This is an optimization exercise on Yosys and OpenROAD, whose aim is small area, not a production implementation. Function was checked by simulation only, so behaviour that the tests miss may differ from the original.

==> umber: inputs <==
// Controlador_VGA
module Controlador_VGA(
input wire clock, reset,
input wire [7:0] out_seg_hora,out_min_hora,out_hora_hora,
input wire [7:0] out_dia_fecha,out_mes_fecha,out_jahr_fecha,
input wire [7:0] out_seg_timer,out_min_timer,out_hora_timer,
input wire [1:0] out_banderas_config,
input wire AM_PM,
input wire [1:0] config_mode, cursor_location,
output reg alarma_sonora,
output wire hsync, vsync,
output wire [11:0] RGB
);
export LEC_CHECK = 0
export CAP_MARGIN = 20
export CORE_MARGIN = 2
export CORE_UTILIZATION = 40
export SLEW_MARGIN = 20
create_clock -name core_clock -period 10.0 [get_ports {clock}]
standard.sh (not shown) runs the stock make flow with config.mk's settings and CLKGATE_MAP_FILE= SYNTH_SCRIPT=/design/flow/synth_recipe.tcl, a recipe that flattens the netlist after the stock synthesis.
==> flow/flow/run.sh <==
#!/bin/bash
# Own layout flow: the standard ORFS flow (standard.sh) with these changes:
#  - every input and output port still gets its own buffer, but the smallest
#    one (buf_1) instead of the clkdlybuf4s50_1 that buffer_ports picks;
#  - clock tree built from clkbuf_4 cells in clusters of up to 20 registers,
#    without dummy load cells.
# Every ORFS script is used unchanged. Each tool's output goes to a log file
# in this folder.
set -euo pipefail
cp -r "$FLOW_HOME/scripts" scripts_area
cp flow/abc_area_map.script scripts_area/abc_speed.script
KNOBS=(SCRIPTS_DIR="$PWD/scripts_area" ADDER_MAP_FILE=
       "BUFFER_PORTS_ARGS=-buffer_cell sky130_fd_sc_hd__buf_1"
       CTS_BUF_LIST=sky130_fd_sc_hd__clkbuf_4 SLEW_MARGIN=0 CAP_MARGIN=0
       "CTS_ARGS=-sink_clustering_enable -repair_clock_nets -buf_list sky130_fd_sc_hd__clkbuf_4 -sink_clustering_size 20 -sink_clustering_max_diameter 100 -dont_use_dummy_load")
bash standard.sh "${KNOBS[@]}" synth > synth.log 2>&1
bash standard.sh "${KNOBS[@]}" finish > layout.log 2>&1
test -s out/final.def
==> flow/flow/abc_area_map.script <==
strash
dc2
&get -n
&deepsyn -T 60
&dch -f
&nf -R 1000 -E 100 -F 10
&put
topo
stime -c
==> inputs of indigo, as changes to umber <==
--- a/flow/flow/run.sh
+++ b/flow/flow/run.sh
@@ -13,3 +13,3 @@
        "BUFFER_PORTS_ARGS=-buffer_cell sky130_fd_sc_hd__buf_1"
-       CTS_BUF_LIST=sky130_fd_sc_hd__clkbuf_4 SLEW_MARGIN=0 CAP_MARGIN=0
+       CTS_BUF_LIST=sky130_fd_sc_hd__clkbuf_4
        "CTS_ARGS=-sink_clustering_enable -repair_clock_nets -buf_list sky130_fd_sc_hd__clkbuf_4 -sink_clustering_size 20 -sink_clustering_max_diameter 100 -dont_use_dummy_load")
==> flow/flow/abc_area_map.script (replaced) <==
strash
dc2
&get -n
&deepsyn -T 1500
&dch -f
&nf -R 1000 -E 100 -F 10
&put
topo
stime -c
==> notes <==
Between umber and indigo, the lower sequential share of layout area is in umber (gap 0.056 points).
Against umber, the final cell count of indigo is lower by 0.60%.
Of indigo and umber, umber has the higher via count (gap 2.4%, measured against umber).
indigo completed with no timing, DRC or antenna violations. umber passed the timing, DRC and antenna checks.
Non-clock buffer count is the same in umber and indigo.
Of umber and indigo, indigo has the higher setup slack (gap 450 ps).
Count of clock-buffer cells in the layout is the same in indigo and umber.
Of indigo and umber, indigo has the higher critical path depth (gap 3).

==> 12-22 <==
Controlador_VGA again, from the RTL that the note above started with.
## Controlador_VGA
module Controlador_VGA(
input wire clock, reset,
input wire [7:0] out_seg_hora,out_min_hora,out_hora_hora,
input wire [7:0] out_dia_fecha,out_mes_fecha,out_jahr_fecha,
input wire [7:0] out_seg_timer,out_min_timer,out_hora_timer,
input wire [1:0] out_banderas_config,
input wire AM_PM,
input wire [1:0] config_mode, cursor_location,
output reg alarma_sonora,
output wire hsync, vsync,
output wire [11:0] RGB
);
clock: 10.0 ns
lec_check: 0
cap_margin: 20
core_margin: 2
core_utilization: 40
slew_margin: 20
==> flow/flow/run.sh <==
#!/bin/bash
# Own layout flow: the standard ORFS flow (standard.sh) with these changes:
#  - every input and output port still gets its own buffer, but the smallest
#    one (buf_1) instead of the clkdlybuf4s50_1 that buffer_ports picks;
#  - clock tree built from clkbuf_4 cells in clusters of up to 20 registers,
#    without dummy load cells.
# Every ORFS script is used unchanged. Each tool's output goes to a log file
# in this folder.
set -euo pipefail
cp -r "$FLOW_HOME/scripts" scripts_area
cp flow/abc_area_map.script scripts_area/abc_speed.script
KNOBS=(SCRIPTS_DIR="$PWD/scripts_area" ADDER_MAP_FILE=
       "BUFFER_PORTS_ARGS=-buffer_cell sky130_fd_sc_hd__buf_1"
       CTS_BUF_LIST=sky130_fd_sc_hd__clkbuf_4 GPL_TIMING_DRIVEN=0 REMOVE_ABC_BUFFERS=1
       "CTS_ARGS=-sink_clustering_enable -repair_clock_nets -buf_list sky130_fd_sc_hd__clkbuf_4 -sink_clustering_size 20 -sink_clustering_max_diameter 100 -dont_use_dummy_load")
bash standard.sh "${KNOBS[@]}" synth > synth.log 2>&1
bash standard.sh "${KNOBS[@]}" finish > layout.log 2>&1
test -s out/final.def
==> flow/flow/abc_area_map.script <==
strash
dc2
&get -n
&deepsyn -T 60
&dch -f
&nf -R 1000 -E 100 -F 10
&put
topo
stime -c
==> 07-27: changes against 12-22 <==
--- a/flow/flow/run.sh
+++ b/flow/flow/run.sh
@@ -11,7 +11,7 @@
 cp flow/abc_area_map.script scripts_area/abc_speed.script
 KNOBS=(SCRIPTS_DIR="$PWD/scripts_area" ADDER_MAP_FILE=
        "BUFFER_PORTS_ARGS=-buffer_cell sky130_fd_sc_hd__buf_1"
-       CTS_BUF_LIST=sky130_fd_sc_hd__clkbuf_4 GPL_TIMING_DRIVEN=0 REMOVE_ABC_BUFFERS=1
+       CTS_BUF_LIST=sky130_fd_sc_hd__clkbuf_4 SLEW_MARGIN=0 CAP_MARGIN=0 GPL_TIMING_DRIVEN=0
        "CTS_ARGS=-sink_clustering_enable -repair_clock_nets -buf_list sky130_fd_sc_hd__clkbuf_4 -sink_clustering_size 20 -sink_clustering_max_diameter 100 -dont_use_dummy_load")
 bash standard.sh "${KNOBS[@]}" synth > synth.log 2>&1
 bash standard.sh "${KNOBS[@]}" finish > layout.log 2>&1
==> results.cfg <==
[timing]
fin_crit_ns = 5.89

[outcome]
status = no timing/DRC/antenna violations

[power]
vdd_ir_drop_max_uv = 79.1

[cells_and_area]
clock_cell_area_share_pct = 1.29

[drt]
wl_mm = 16.0

[setup_path]
rrSetupSlack_ns = 4.27
That was 07-27.
==> results.cfg <==
[power]
vdd_ir_drop_max_uv = 79.9

[cells_and_area]
clock_cell_area_share_pct = 1.31

[timing]
fin_crit_ns = 5.98

[drt]
wl_mm = 17.2

[outcome]
status = no timing/DRC/antenna violations
That was 12-22.

==> what the ideal ports hide <==
Ports are ideal in the flow. The routed layouts listed here were re-timed in OpenROAD. Step 1 sets driving cells, clkbuf_16 on the clock port and buf_2 on the other inputs (assumed; they add their load-dependent delay and slew). Step 2 times the ports against the registers' clock, not the clock port: input delays grow and output delays shrink by t, the midpoint of the rising clock arrivals with the driver on. Three values: no drivers, after step 1, after step 2; two values: the first two.
run | t (ns) | setup slack, ns | slew at the worst register clock pin (ns)
umber | 0.412 | 4.567 / 4.577 / 4.165 | 0.09 / 0.09
indigo | 0.410 | 5.019 / 5.034 / 4.623 | 0.11 / 0.11
12-22 | 0.413 | 4.016 / 4.016 / 3.603 | 0.09 / 0.09
07-27 | 0.422 | 4.112 / 4.119 / 3.697 | 0.12 / 0.12
After both steps every run listed still meets setup and hold. For 07-27, which loses most, drivers alone change the setup slack by +0.007 ns; drivers and shift together by -0.415 ns.
